This design comes from an exercise in tuning for small area, a short achievable clock period and few clock cycles per item on the open sky130 flow, not from production work.
Only the layout flow was run in this run; the RTL was not checked for function there.
In this run the design's own scripts or RTL, not TritonCTS, make the clock network.
The clock input has no modelled driver; a real chip could not lean on it and would need a root buffer or a full tree.
Power figures rest on the tool's default switching activity, not on a simulated workload.

File: config.mk
export PLATFORM = sky130hd
export DESIGN_NAME = cordic_sin_cos
export DESIGN_NICKNAME = cordic_sin_cos
export VERILOG_FILES = /design/flow/design.v
export SDC_FILE = /design/flow/constraint.sdc
export NUM_CORES = 4
export LEC_CHECK = 0
export ABC_AREA = 1
export CAP_MARGIN = 20
export CORE_MARGIN = 2
export CORE_UTILIZATION = 30
export SETUP_SLACK_MARGIN = 1.5
export SLEW_MARGIN = 20
export SYNTH_MEMORY_MAX_BITS = 65536
File: constraint.sdc
create_clock -name core_clock -period 5.5 [get_ports {clk}]
set_input_delay 1.1000 -clock core_clock [delete_from_list [all_inputs] [get_ports {clk}]]
set_output_delay 1.1000 -clock core_clock [all_outputs]
set_load 0.01 [all_outputs]
File: design.v
module cordic_sin_cos(
    input       wire        clk,
    input       wire        rst_n,
    input       wire        clk_vld,
    input       wire        soft_rst,
    input       wire        trig,
    output      reg         vld,
    input       wire  [9:0] a,
    output      reg  signed [12:0]  cosa3_latch,
    output      reg  signed [12:0]  sina3_latch
);
wire [8:0] a2 = a[8] ? (9'd256 - {1'b0, a[7:0]}) : {1'b0, a[7:0]};
reg  [7:0] lo;
reg        hi, negc, negs;
always @(posedge clk or negedge rst_n)
begin
    if (!rst_n) begin
        lo <= 8'd0; hi <= 1'b0; negc <= 1'b0; negs <= 1'b0;
        vld <= 1'b0;
    end else if (soft_rst) begin
        lo <= 8'd0; hi <= 1'b0; negc <= 1'b0; negs <= 1'b0;
        vld <= 1'b0;
    end else if (clk_vld) begin
        vld <= trig;
        if (trig) begin
            lo   <= a2[7:0];
            hi   <= a2[8];
            negc <= a[9] ^ a[8];
            negs <= a[9];
        end
    end
end
wire [11:0] c2, s2;
reg  [16:0] crom, srom;
always @(*) begin
    case (lo)
        8'd0: begin crom = 17'h800; srom = 17'h0; end
        8'd1: begin crom = 17'h800; srom = 17'h1f00d; end
        8'd2: begin crom = 17'h800; srom = 17'h1f019; end
        8'd3: begin crom = 17'h800; srom = 17'h1f026; end
        8'd4: begin crom = 17'h1f7ff; srom = 17'h1f032; end
        8'd5: begin crom = 17'h1f7ff; srom = 17'h1f03f; end
        8'd6: begin crom = 17'h1f7ff; srom = 17'h1f04c; end
        8'd7: begin crom = 17'h1f7fe; srom = 17'h1f058; end
        8'd8: begin crom = 17'h1f7fe; srom = 17'h1f065; end
        8'd9: begin crom = 17'h1f7fd; srom = 17'h1f071; end
        8'd10: begin crom = 17'h1f7fc; srom = 17'h1f07d; end
        8'd11: begin crom = 17'h1f7fb; srom = 17'h1f08b; end
        8'd12: begin crom = 17'h1f7fb; srom = 17'h1f097; end
        8'd13: begin crom = 17'h1f7f9; srom = 17'h1f0a3; end
        8'd14: begin crom = 17'h1f7f8; srom = 17'h1f0b0; end
        8'd15: begin crom = 17'h1f7f7; srom = 17'h1f0bd; end
        8'd16: begin crom = 17'h1f7f6; srom = 17'h1f0c9; end
        8'd17: begin crom = 17'h1f7f5; srom = 17'h1f0d5; end
        8'd18: begin crom = 17'h1f7f3; srom = 17'h1f0e2; end
        8'd19: begin crom = 17'h1f7f2; srom = 17'h1f0ee; end
        8'd20: begin crom = 17'h1f7f1; srom = 17'h1f0fb; end
        8'd21: begin crom = 17'h1f7ef; srom = 17'h1f108; end
        8'd22: begin crom = 17'h1f7ed; srom = 17'h1f114; end
        8'd23: begin crom = 17'h1f7ec; srom = 17'h1f120; end
        8'd24: begin crom = 17'h1f7ea; srom = 17'h1f12c; end
        8'd25: begin crom = 17'h1f7e8; srom = 17'h1f139; end
        8'd26: begin crom = 17'h1f7e6; srom = 17'h1f145; end
        8'd27: begin crom = 17'h1f7e4; srom = 17'h1f152; end
        8'd28: begin crom = 17'h1f7e2; srom = 17'h1f15e; end
        8'd29: begin crom = 17'h1f7e0; srom = 17'h1f16b; end
        8'd30: begin crom = 17'h1f7de; srom = 17'h1f177; end
        8'd31: begin crom = 17'h1f7db; srom = 17'h1f183; end
        8'd32: begin crom = 17'h1f7d9; srom = 17'h1f190; end
        8'd33: begin crom = 17'h1f7d6; srom = 17'h1f19c; end
        8'd34: begin crom = 17'h1f7d4; srom = 17'h1f1a8; end
        8'd35: begin crom = 17'h1f7d1; srom = 17'h1f1b5; end
        8'd36: begin crom = 17'h1f7ce; srom = 17'h1f1c1; end
        8'd37: begin crom = 17'h1f7cb; srom = 17'h1f1cd; end
        8'd38: begin crom = 17'h1f7c8; srom = 17'h1f1d9; end
        8'd39: begin crom = 17'h1f7c6; srom = 17'h1f1e6; end
        8'd40: begin crom = 17'h1f7c3; srom = 17'h1f1f1; end
        8'd41: begin crom = 17'h1f7c0; srom = 17'h1f1fe; end
        8'd42: begin crom = 17'h1f7bc; srom = 17'h1f20a; end
        8'd43: begin crom = 17'h1f7b9; srom = 17'h1f216; end
        8'd44: begin crom = 17'h1f7b6; srom = 17'h1f222; end
        8'd45: begin crom = 17'h1f7b2; srom = 17'h1f22e; end
        8'd46: begin crom = 17'h1f7af; srom = 17'h1f23b; end
        8'd47: begin crom = 17'h1f7ab; srom = 17'h1f246; end
        8'd48: begin crom = 17'h1f7a8; srom = 17'h1f253; end
        8'd49: begin crom = 17'h1f7a4; srom = 17'h1f25f; end
        8'd50: begin crom = 17'h1f7a0; srom = 17'h1f26b; end
        8'd51: begin crom = 17'h1f79d; srom = 17'h1f276; end
        8'd52: begin crom = 17'h1f799; srom = 17'h1f282; end
        8'd53: begin crom = 17'h1f795; srom = 17'h1f28e; end
        8'd54: begin crom = 17'h1f790; srom = 17'h1f29b; end
        8'd55: begin crom = 17'h1f78c; srom = 17'h1f2a6; end
        8'd56: begin crom = 17'h1f788; srom = 17'h1f2b2; end
        8'd57: begin crom = 17'h1f784; srom = 17'h1f2be; end
        8'd58: begin crom = 17'h1e780; srom = 17'h1f2ca; end
        8'd59: begin crom = 17'h1f77b; srom = 17'h1f2d5; end
        8'd60: begin crom = 17'h1f776; srom = 17'h1f2e2; end
        8'd61: begin crom = 17'h1f772; srom = 17'h1f2ed; end
        8'd62: begin crom = 17'h1f76d; srom = 17'h1f2f8; end
        8'd63: begin crom = 17'h1f769; srom = 17'h1f304; end
        8'd64: begin crom = 17'h1f764; srom = 17'h1f310; end
        8'd65: begin crom = 17'h1f75f; srom = 17'h1f31b; end
        8'd66: begin crom = 17'h1f75a; srom = 17'h1f327; end
        8'd67: begin crom = 17'h1f756; srom = 17'h1f332; end
        8'd68: begin crom = 17'h1f750; srom = 17'h1f33e; end
        8'd69: begin crom = 17'h1f74b; srom = 17'h1f349; end
        8'd70: begin crom = 17'h1f746; srom = 17'h1f355; end
        8'd71: begin crom = 17'h1f741; srom = 17'h1f360; end
        8'd72: begin crom = 17'h1f73c; srom = 17'h1f36b; end
        8'd73: begin crom = 17'h1f736; srom = 17'h1f377; end
        8'd74: begin crom = 17'h1f730; srom = 17'h1f383; end
        8'd75: begin crom = 17'h1f72b; srom = 17'h1f38e; end
        8'd76: begin crom = 17'h1f725; srom = 17'h1f399; end
        8'd77: begin crom = 17'h1f71f; srom = 17'h1f3a4; end
        8'd78: begin crom = 17'h1f71a; srom = 17'h1f3b0; end
        8'd79: begin crom = 17'h1f714; srom = 17'h1f3ba; end
        8'd80: begin crom = 17'h1f70e; srom = 17'h1f3c6; end
        8'd81: begin crom = 17'h1f708; srom = 17'h1f3d1; end
        8'd82: begin crom = 17'h1f702; srom = 17'h1f3db; end
        8'd83: begin crom = 17'h1f6fc; srom = 17'h1f3e7; end
        8'd84: begin crom = 17'h1f6f6; srom = 17'h1f3f1; end
        8'd85: begin crom = 17'h1f6f0; srom = 17'h1f3fd; end
        8'd86: begin crom = 17'h1f6e9; srom = 17'h1f407; end
        8'd87: begin crom = 17'h1f6e3; srom = 17'h1f412; end
        8'd88: begin crom = 17'h1f6dd; srom = 17'h1f41d; end
        8'd89: begin crom = 17'h1f6d6; srom = 17'h1f428; end
        8'd90: begin crom = 17'h1f6cf; srom = 17'h1f432; end
        8'd91: begin crom = 17'h1f6c9; srom = 17'h1f43d; end
        8'd92: begin crom = 17'h1f6c2; srom = 17'h1f448; end
        8'd93: begin crom = 17'h1f6bb; srom = 17'h1f452; end
        8'd94: begin crom = 17'h1f6b4; srom = 17'h1f45d; end
        8'd95: begin crom = 17'h1f6ad; srom = 17'h1f468; end
        8'd96: begin crom = 17'h1f6a7; srom = 17'h1f472; end
        8'd97: begin crom = 17'h1f6a0; srom = 17'h1f47c; end
        8'd98: begin crom = 17'h1f698; srom = 17'h1f487; end
        8'd99: begin crom = 17'h1f691; srom = 17'h1f491; end
        8'd100: begin crom = 17'h1f68a; srom = 17'h1f49b; end
        8'd101: begin crom = 17'h1f683; srom = 17'h1f4a6; end
        8'd102: begin crom = 17'h1f67c; srom = 17'h1f4b0; end
        8'd103: begin crom = 17'h1f674; srom = 17'h1f4ba; end
        8'd104: begin crom = 17'h1f66d; srom = 17'h1f4c4; end
        8'd105: begin crom = 17'h1f665; srom = 17'h1f4ce; end
        8'd106: begin crom = 17'h1f65e; srom = 17'h1f4d8; end
        8'd107: begin crom = 17'h1f656; srom = 17'h1f4e2; end
        8'd108: begin crom = 17'h1f64f; srom = 17'h1f4ec; end
        8'd109: begin crom = 17'h1f647; srom = 17'h1f4f6; end
        8'd110: begin crom = 17'h1f63f; srom = 17'h1c500; end
        8'd111: begin crom = 17'h1f637; srom = 17'h1f50a; end
        8'd112: begin crom = 17'h1f62f; srom = 17'h1f513; end
        8'd113: begin crom = 17'h1f627; srom = 17'h1f51d; end
        8'd114: begin crom = 17'h1f61f; srom = 17'h1f527; end
        8'd115: begin crom = 17'h1f617; srom = 17'h1f530; end
        8'd116: begin crom = 17'h1f60f; srom = 17'h1f53a; end
        8'd117: begin crom = 17'h1f607; srom = 17'h1f543; end
        8'd118: begin crom = 17'h1f5fe; srom = 17'h1f54d; end
        8'd119: begin crom = 17'h1f5f6; srom = 17'h1f556; end
        8'd120: begin crom = 17'h1f5ee; srom = 17'h1f55f; end
        8'd121: begin crom = 17'h1f5e5; srom = 17'h1f569; end
        8'd122: begin crom = 17'h1f5dc; srom = 17'h1f572; end
        8'd123: begin crom = 17'h1f5d4; srom = 17'h1f57b; end
        8'd124: begin crom = 17'h1f5cb; srom = 17'h1f584; end
        8'd125: begin crom = 17'h1f5c3; srom = 17'h1f58d; end
        8'd126: begin crom = 17'h1f5b9; srom = 17'h1f597; end
        8'd127: begin crom = 17'h1f5b1; srom = 17'h1f59f; end
        8'd128: begin crom = 17'h1f5a8; srom = 17'h1f5a8; end
        8'd129: begin crom = 17'h1f59f; srom = 17'h1f5b1; end
        8'd130: begin crom = 17'h1f596; srom = 17'h1f5ba; end
        8'd131: begin crom = 17'h1f58d; srom = 17'h1f5c3; end
        8'd132: begin crom = 17'h1f584; srom = 17'h1f5cb; end
        8'd133: begin crom = 17'h1f57b; srom = 17'h1f5d4; end
        8'd134: begin crom = 17'h1f572; srom = 17'h1f5dd; end
        8'd135: begin crom = 17'h1f569; srom = 17'h1f5e5; end
        8'd136: begin crom = 17'h1f55f; srom = 17'h1f5ee; end
        8'd137: begin crom = 17'h1f556; srom = 17'h1f5f6; end
        8'd138: begin crom = 17'h1f54c; srom = 17'h1f5ff; end
        8'd139: begin crom = 17'h1f543; srom = 17'h1f607; end
        8'd140: begin crom = 17'h1f53a; srom = 17'h1f60f; end
        8'd141: begin crom = 17'h1f530; srom = 17'h1f617; end
        8'd142: begin crom = 17'h1f527; srom = 17'h1f61f; end
        8'd143: begin crom = 17'h1f51d; srom = 17'h1f627; end
        8'd144: begin crom = 17'h1f513; srom = 17'h1f62f; end
        8'd145: begin crom = 17'h1f509; srom = 17'h1f637; end
        8'd146: begin crom = 17'h1c500; srom = 17'h1f63f; end
        8'd147: begin crom = 17'h1f4f5; srom = 17'h1f647; end
        8'd148: begin crom = 17'h1f4ec; srom = 17'h1f64f; end
        8'd149: begin crom = 17'h1f4e2; srom = 17'h1f656; end
        8'd150: begin crom = 17'h1f4d8; srom = 17'h1f65e; end
        8'd151: begin crom = 17'h1f4ce; srom = 17'h1f666; end
        8'd152: begin crom = 17'h1f4c4; srom = 17'h1f66d; end
        8'd153: begin crom = 17'h1f4ba; srom = 17'h1f674; end
        8'd154: begin crom = 17'h1f4b0; srom = 17'h1f67c; end
        8'd155: begin crom = 17'h1f4a5; srom = 17'h1f683; end
        8'd156: begin crom = 17'h1f49b; srom = 17'h1f68a; end
        8'd157: begin crom = 17'h1f491; srom = 17'h1f692; end
        8'd158: begin crom = 17'h1f486; srom = 17'h1f699; end
        8'd159: begin crom = 17'h1f47c; srom = 17'h1f6a0; end
        8'd160: begin crom = 17'h1f472; srom = 17'h1f6a7; end
        8'd161: begin crom = 17'h1f467; srom = 17'h1f6ae; end
        8'd162: begin crom = 17'h1f45c; srom = 17'h1f6b5; end
        8'd163: begin crom = 17'h1f452; srom = 17'h1f6bb; end
        8'd164: begin crom = 17'h1f448; srom = 17'h1f6c2; end
        8'd165: begin crom = 17'h1f43d; srom = 17'h1f6c9; end
        8'd166: begin crom = 17'h1f432; srom = 17'h1f6cf; end
        8'd167: begin crom = 17'h1f427; srom = 17'h1f6d6; end
        8'd168: begin crom = 17'h1f41c; srom = 17'h1f6dd; end
        8'd169: begin crom = 17'h1f412; srom = 17'h1f6e3; end
        8'd170: begin crom = 17'h1f407; srom = 17'h1f6e9; end
        8'd171: begin crom = 17'h1f3fc; srom = 17'h1f6f0; end
        8'd172: begin crom = 17'h1f3f1; srom = 17'h1f6f6; end
        8'd173: begin crom = 17'h1f3e7; srom = 17'h1f6fc; end
        8'd174: begin crom = 17'h1f3db; srom = 17'h1f702; end
        8'd175: begin crom = 17'h1f3d1; srom = 17'h1f708; end
        8'd176: begin crom = 17'h1f3c5; srom = 17'h1f70e; end
        8'd177: begin crom = 17'h1f3ba; srom = 17'h1f714; end
        8'd178: begin crom = 17'h1f3af; srom = 17'h1f71a; end
        8'd179: begin crom = 17'h1f3a4; srom = 17'h1f720; end
        8'd180: begin crom = 17'h1f399; srom = 17'h1f725; end
        8'd181: begin crom = 17'h1f38e; srom = 17'h1f72b; end
        8'd182: begin crom = 17'h1f382; srom = 17'h1f731; end
        8'd183: begin crom = 17'h1f377; srom = 17'h1f736; end
        8'd184: begin crom = 17'h1f36b; srom = 17'h1f73c; end
        8'd185: begin crom = 17'h1f360; srom = 17'h1f741; end
        8'd186: begin crom = 17'h1f355; srom = 17'h1f746; end
        8'd187: begin crom = 17'h1f349; srom = 17'h1f74b; end
        8'd188: begin crom = 17'h1f33e; srom = 17'h1f750; end
        8'd189: begin crom = 17'h1f332; srom = 17'h1f756; end
        8'd190: begin crom = 17'h1f327; srom = 17'h1f75a; end
        8'd191: begin crom = 17'h1f31b; srom = 17'h1f75f; end
        8'd192: begin crom = 17'h1f30f; srom = 17'h1f764; end
        8'd193: begin crom = 17'h1f304; srom = 17'h1f769; end
        8'd194: begin crom = 17'h1f2f8; srom = 17'h1f76d; end
        8'd195: begin crom = 17'h1f2ed; srom = 17'h1f772; end
        8'd196: begin crom = 17'h1f2e1; srom = 17'h1f777; end
        8'd197: begin crom = 17'h1f2d5; srom = 17'h1f77b; end
        8'd198: begin crom = 17'h1f2ca; srom = 17'h1e780; end
        8'd199: begin crom = 17'h1f2bd; srom = 17'h1f784; end
        8'd200: begin crom = 17'h1f2b2; srom = 17'h1f788; end
        8'd201: begin crom = 17'h1f2a6; srom = 17'h1f78c; end
        8'd202: begin crom = 17'h1f29a; srom = 17'h1f791; end
        8'd203: begin crom = 17'h1f28e; srom = 17'h1f795; end
        8'd204: begin crom = 17'h1f282; srom = 17'h1f799; end
        8'd205: begin crom = 17'h1f276; srom = 17'h1f79d; end
        8'd206: begin crom = 17'h1f26a; srom = 17'h1f7a0; end
        8'd207: begin crom = 17'h1f25e; srom = 17'h1f7a4; end
        8'd208: begin crom = 17'h1f252; srom = 17'h1f7a8; end
        8'd209: begin crom = 17'h1f246; srom = 17'h1f7ab; end
        8'd210: begin crom = 17'h1f23a; srom = 17'h1f7af; end
        8'd211: begin crom = 17'h1f22e; srom = 17'h1f7b2; end
        8'd212: begin crom = 17'h1f222; srom = 17'h1f7b6; end
        8'd213: begin crom = 17'h1f216; srom = 17'h1f7b9; end
        8'd214: begin crom = 17'h1f20a; srom = 17'h1f7bc; end
        8'd215: begin crom = 17'h1f1fe; srom = 17'h1f7c0; end
        8'd216: begin crom = 17'h1f1f1; srom = 17'h1f7c3; end
        8'd217: begin crom = 17'h1f1e5; srom = 17'h1f7c6; end
        8'd218: begin crom = 17'h1f1d9; srom = 17'h1f7c8; end
        8'd219: begin crom = 17'h1f1cd; srom = 17'h1f7cb; end
        8'd220: begin crom = 17'h1f1c1; srom = 17'h1f7ce; end
        8'd221: begin crom = 17'h1f1b4; srom = 17'h1f7d1; end
        8'd222: begin crom = 17'h1f1a8; srom = 17'h1f7d4; end
        8'd223: begin crom = 17'h1f19c; srom = 17'h1f7d6; end
        8'd224: begin crom = 17'h1f18f; srom = 17'h1f7d9; end
        8'd225: begin crom = 17'h1f183; srom = 17'h1f7db; end
        8'd226: begin crom = 17'h1f177; srom = 17'h1f7de; end
        8'd227: begin crom = 17'h1f16b; srom = 17'h1f7e0; end
        8'd228: begin crom = 17'h1f15e; srom = 17'h1f7e2; end
        8'd229: begin crom = 17'h1f152; srom = 17'h1f7e4; end
        8'd230: begin crom = 17'h1f145; srom = 17'h1f7e6; end
        8'd231: begin crom = 17'h1f139; srom = 17'h1f7e8; end
        8'd232: begin crom = 17'h1f12c; srom = 17'h1f7ea; end
        8'd233: begin crom = 17'h1f120; srom = 17'h1f7ec; end
        8'd234: begin crom = 17'h1f114; srom = 17'h1f7ed; end
        8'd235: begin crom = 17'h1f107; srom = 17'h1f7ef; end
        8'd236: begin crom = 17'h1f0fb; srom = 17'h1f7f1; end
        8'd237: begin crom = 17'h1f0ee; srom = 17'h1f7f2; end
        8'd238: begin crom = 17'h1f0e1; srom = 17'h1f7f4; end
        8'd239: begin crom = 17'h1f0d5; srom = 17'h1f7f5; end
        8'd240: begin crom = 17'h1f0c9; srom = 17'h1f7f6; end
        8'd241: begin crom = 17'h1f0bc; srom = 17'h1f7f7; end
        8'd242: begin crom = 17'h1f0af; srom = 17'h1f7f8; end
        8'd243: begin crom = 17'h1f0a3; srom = 17'h1f7f9; end
        8'd244: begin crom = 17'h1f097; srom = 17'h1f7fb; end
        8'd245: begin crom = 17'h1f08a; srom = 17'h1f7fb; end
        8'd246: begin crom = 17'h1f07d; srom = 17'h1f7fc; end
        8'd247: begin crom = 17'h1f071; srom = 17'h1f7fd; end
        8'd248: begin crom = 17'h1f064; srom = 17'h1f7fe; end
        8'd249: begin crom = 17'h1f058; srom = 17'h1f7fe; end
        8'd250: begin crom = 17'h1f04c; srom = 17'h1f7ff; end
        8'd251: begin crom = 17'h1f03f; srom = 17'h1f7ff; end
        8'd252: begin crom = 17'h1f032; srom = 17'h1f7ff; end
        8'd253: begin crom = 17'h1f026; srom = 17'h800; end
        8'd254: begin crom = 17'h1f019; srom = 17'h800; end
        8'd255: begin crom = 17'h1f00d; srom = 17'h800; end
        default: begin crom = 17'h0; srom = 17'h0; end
    endcase
end
assign c2 = crom[11:0];
assign s2 = srom[11:0];
wire [12:1] cnz_t, snz_t;
assign cnz_t[1] = |c2[0:0];
assign snz_t[1] = |s2[0:0];
assign cnz_t[2] = |c2[1:0];
assign snz_t[2] = |s2[1:0];
assign cnz_t[3] = |c2[2:0];
assign snz_t[3] = |s2[2:0];
assign cnz_t[4] = |c2[3:0];
assign snz_t[4] = |s2[3:0];
assign cnz_t[5] = |c2[4:0];
assign snz_t[5] = |s2[4:0];
assign cnz_t[6] = |c2[5:0];
assign snz_t[6] = |s2[5:0];
assign cnz_t[7] = crom[12];
assign snz_t[7] = srom[12];
assign cnz_t[8] = crom[13];
assign snz_t[8] = srom[13];
assign cnz_t[9] = crom[14];
assign snz_t[9] = srom[14];
assign cnz_t[10] = crom[15];
assign snz_t[10] = srom[15];
assign cnz_t[11] = crom[16];
assign snz_t[11] = srom[16];
assign cnz_t[12] = ~hi;
assign snz_t[12] = hi | (|lo);
wire [11:0] cm = {c2[11] & ~hi, c2[10:0]};
wire [11:0] sm = {s2[11] | hi, s2[10:0]};
wire [12:0] cx = {1'b0, cm};
wire [12:0] sx = {1'b0, sm};
always @(*) begin
    cosa3_latch = cx ^ ({13{negc}} & {cnz_t, 1'b0});
    sina3_latch = sx ^ ({13{negs}} & {snz_t, 1'b0});
end
endmodule
File: flow/run.sh
#!/bin/bash
# The standard layout (standard.sh) run with a copy of the ORFS scripts
# and these changes:
# - synthesis does not extract half/full adders into adder cells
#   (ADDER_MAP_FILE empty); ABC maps all the logic;
# - the port buffers are sky130_fd_sc_hd__buf_2 cells;
# - clock distribution: instead of an H-tree (two levels of clkbuf_16 for
#   12 registers), flow/clock_buffer.tcl inserts one clkbuf_8 at the
#   centroid of the registers, driving all their clock pins.
# make's output goes to make.log here; ORFS writes each step's log under
# orfs/logs/.
set -euo pipefail
W=$(pwd)
S="$W/scripts_own"
rm -rf "$S"
cp -r "$FLOW_HOME/scripts" "$S"
cp "$W/flow/clock_buffer.tcl" "$S/clock_buffer.tcl"
sed -i 's%^log_cmd clock_tree_synthesis {\*}$cts_args%source $::env(SCRIPTS_DIR)/clock_buffer.tcl%' "$S/cts.tcl"
grep -q "clock_buffer.tcl" "$S/cts.tcl"
EXTRA="SCRIPTS_DIR=$S ADDER_MAP_FILE= BUFFER_PORTS_ARGS='-buffer_cell sky130_fd_sc_hd__buf_2' CLOCK_BUFFER_CELL=sky130_fd_sc_hd__clkbuf_8 CLOCK_PORT=clk"
sed "s#CLKGATE_MAP_FILE= #CLKGATE_MAP_FILE= $EXTRA #" standard.sh > standard_own.sh
grep -q "SCRIPTS_DIR=$S" standard_own.sh
bash standard_own.sh > "$W/make.log" 2>&1
File: flow/clock_buffer.tcl
# Clock distribution for a design with few registers: one clock buffer,
# placed at the centroid of the registers, drives every clock pin.
set block [ord::get_db_block]
set sx 0
set sy 0
set n 0
foreach inst [$block getInsts] {
  if { [[$inst getMaster] isSequential] } {
    set loc [$inst getLocation]
    set sx [expr { $sx + [lindex $loc 0] }]
    set sy [expr { $sy + [lindex $loc 1] }]
    incr n
  }
}
set dbu [$block getDbUnitsPerMicron]
set cx [expr { $sx / $n / double($dbu) }]
set cy [expr { $sy / $n / double($dbu) }]
puts "clock buffer at ($cx, $cy), driving $n registers"
log_cmd insert_buffer -buffer_cell $::env(CLOCK_BUFFER_CELL) -net $::env(CLOCK_PORT) \
  -location [list $cx $cy] -buffer_name clkbuf_root -net_name clknet_root
set_propagated_clock [all_clocks]
File: standard.sh
#!/bin/bash
# synth_recipe.tcl (not shown) runs the flow's synth.tcl, then flattens the netlist and writes it again
# the make line also repeats each setting of config.mk as NAME=value (left out here)
make -C /OpenROAD-flow-scripts/flow DESIGN_CONFIG=/design/flow/config.mk WORK_HOME=/design/flow/orfs CLKGATE_MAP_FILE= SYNTH_SCRIPT=/design/flow/synth_recipe.tcl "${@:-finish}"
==> run summary <==
-- kinds of logic (layout without fill, tap and decap cells) --
group,Yosys count,count (layout)
compound gates,157,157
xor+xnor,13,13
buf+inv,133,157
flops,12,12
simple gates,648,648
-- layout make-up, without the clock buffers --
class / count / area [µm²]
tap: 211 / 264
fill: 1803 / 9960
timing repair buffer: 75 / 483
multi-input combinational: 818 / 3890
sequential: 12 / 313
inverter: 81 / 337
-- through the flow --
stage | std cells | total power [mW] | hold WS, ns
floorplan | 963 | 0.521 | 0.515
global placement | 1183 | 0.760 | 0.468
detailed placement | 1183 | 0.742 | 0.473
CTS | 1184 | 0.784 | 0.496
global route | 1198 | 0.883 | 0.523
finish | 1198 | 0.834 | 0.491
-- worst register-to-register path: stages, from the launching register on --
cell	delay [ns]
dfrtp_2	0.53
inv_1	0.12
buf_4	0.34
o221ai_1	0.19
-- cells in the final DEF, fill, tap and decap left out, types with 6 or more instances in the layout --
cell type / instances
buf_4: 30
o21ai_1: 11
o21ai_0: 57
nand3_1: 148
inv_1: 67
nor3_1: 11
nor2_2: 14
dfrtp_1: 6
o211ai_1: 16
nand4_1: 19
buf_2: 41
nand2_2: 18
xor2_1: 8
o22ai_1: 8
nand2_1: 334
nand3_2: 6
nor2_1: 83
a31oi_1: 8
a21oi_1: 49
-- worst max path at each step --
stage | startpoint | endpoint | slack [ns] | cells after the start
5_1_grt | lo[0]$_DFFE_PN0P_ | cosa3_latch[5] | 1.50 | 17
3_3_place_gp | lo[0]$_DFFE_PN0P_ | sina3_latch[6] | 1.01 | 15
2_1_floorplan | lo[2]$_DFFE_PN0P_ | cosa3_latch[3] | 2.55 | 16
3_5_place_dp | lo[0]$_DFFE_PN0P_ | sina3_latch[3] | 1.14 | 14
4_1_cts | lo[1]$_DFFE_PN0P_ | cosa3_latch[5] | 1.48 | 17
6_report | lo[2]$_DFFE_PN0P_ | sina3_latch[3] | 1.57 | 14
-- registers in the layout (all words and copies together), names as in the netlist --
| name | flops |
|---|---|
| negc | 1 |
| vld | 1 |
| lo | 8 |
| negs | 1 |
| hi | 1 |
-- per-layer routing --
layer,part of all wire [%],wire [µm],track usage [%]
met1,37,10400,42.4
met2,41,11500,51.1
met3,14,3960,7.64
met4,8.8,2510,19.6
met5,0,0,0
-- what timing repair did --
| action | in CTS | in global routing |
|---|---|---|
| cloned | 0 | 0 |
| setup endpoints to repair | 15 | 15 |
| resized for setup | 11 | 36 |
| hold buffers | 0 | 0 |
| pin swaps | 0 | 1 |
| buffers inserted | 0 | 14 |
| hold endpoints to repair | 0 | 0 |
-- power breakdown --
group | total (mW) | internal (mW) | leakage (nW) | switching (mW)
Combinational | 0.688 | 0.204 | 2.52 | 0.484
Clock | 0.0377 | 0.0166 | 0.00719 | 0.0210
Sequential | 0.108 | 0.0933 | 0.153 | 0.0148
==> run summary <==
crit path buf inv count - 2
WP data required - 4.40 ns
DRT Wirelength - 28400 µm
crit-path cells - buf_8 > nand2_2 > nand2_4 > nor2_1 > nor2_1 > nor2_1 > nor2_1 > nor2_1 > nand2_1 > nand3_2 > nand2_4 > nand2_2 > xnor2_2 > buf_2
port bufs - 41
Syn Inst Count - 963
CP top delay family - simple AND/OR/NAND/NOR gates
total gr overflow - 0
DR pass1 iterations - 8
RSZ-0062 raised after global routing - false
residual DRC count - 0
Starting Density - 30.7%
Clock Latency Late Sink - 0.14 ns
FMAX - 0.255 GHz
dominant cell type by area after synthesis - nand2_1
critical path class - register to primary output
critical path fanouts, max - 19
cells on worst reg2reg path - 3
FF-to-FF setup slack - 4.19 ns
hold depth - 2
Mapped Area - 0.00469 mm²
syn avg cell area - 4.87 µm²
CTS clk-pin slew, worst paths - 0.08 ns
I/O pin cnt - 42
Rows - 45
DP Area - 0.00503 mm²
post-synthesis sequential area ratio - 6.41%
GRT Overall Usage - 33.2%
drt via density - 6.23
Slew Limit Fails - 0
P per Cell Area - 157 mW/mm²
reg2reg end - lo[6]$_DFFE_PN0P_
Routed Antenna Nets - 0
final setup fails - 0
layout cells sized above 1 - 15.0%
number of flops mapped to enable cells by yosys - 0
main combinational cell family by area after synthesis - simple AND/OR/NAND/NOR gates
dpl hpwl - 21600 µm
MaxCap Viol Count - 0
Final Hold Vio Count - 0
period utilization - 71.4%
Layout Utilization - 34.8%
multiplexer share of the synthesized area - 0%
ys flop type - dfrtp_1
full die area - 0.0166 mm²
Worst setup EP type - primary output
initial antenna violation count - 0
Hold Path Origin - vld$_DFFE_PN0P_
Area growth, synth to finish - 13.1%
Worst EP arrival - 2.83 ns
Area contributors post-synth - nand2_1, nand3_1, nor2_1
post-synth net total - 978
Crit Reg-Reg Startpoint - lo[6]$_DFFE_PN0P_
first-pass GRT wire length - 41300 µm
Synth Area in Simple Gates - 59.9%
number of diodes - 0
top cell type's share of synthesized area - 27.3%
#FFs+latches synth - 12
DR vias - 7466
Slew @ Worst Pin - 0.777 ns
status - finished clean
clk_skew - 0 ns
Compound-Gate Fraction of Synth Area - 18.6%
vias in the first global route - 6555
Top cell by count, worst path - nor2_1
DR WL/cell - 23.7 µm
worst min path class - register to register
final worst slack - 1.57 ns
GP Congestion - 1.11
slew margin rel. - 47.8%
top-count cell post-synth - nand2_1
delay of the slowest cell on the worst path - 0.43 ns
CORE AREA - 0.0153 mm²
Setup crit start kind - register
Post-Synth XOR/XNOR Area - 2.59%
post-route cell area - 0.00530 mm²
Die Span X - 129 µm
leakage - 2.68 nW
fin nets - 1004
Setup WS pre-CTS - 1.14 ns
Netlist cell types - 38
Synth top cells by count - nand2_1, nand3_1, nor2_1, inv_1, o21ai_0
1st-iter DRT viols - 1345
Yosys warnings - 1
Die Ht - 129 µm
Synth async-reset ratio - 100%
CP max-delay cell - dfrtp_1
largest net degree at the start of global routing - 36
setup TNS - 0 ns
worst vdd ir - 0.152 mV
adder-cell share of the synthesized area - 0%
Final Critical Period - 3.93 ns
Worst Hold End - vld$_DFFE_PN0P_

==> separate check: timing with driven ports <==
The flow's constraints put no driver on any port. The routed layout listed below was extracted and timed again, unchanged, in two steps.
Step 1: set_driving_cell puts a clkbuf_16 on clk and a buf_2 on each other input, an assumption about the parent block.
Step 2 moves the port delays by t, midway between the first and last clock arrival at a register: inputs arrive t later, outputs are due t later. That takes back most of the time a late clock gives input paths.
a / b / c = no drivers / after step 1 / after step 2; a / b = the first two.
t (ns): 0.158
setup WS [ns]: 1.571 / 1.549 / 1.707
slew at the worst register clock pin (ns): 0.08 / 0.08
pins driven straight from the clock port: 1
After both steps setup and hold are still met in this run. The setup slack of this run moves by -0.022 ns with the drivers and by +0.136 ns with both steps.
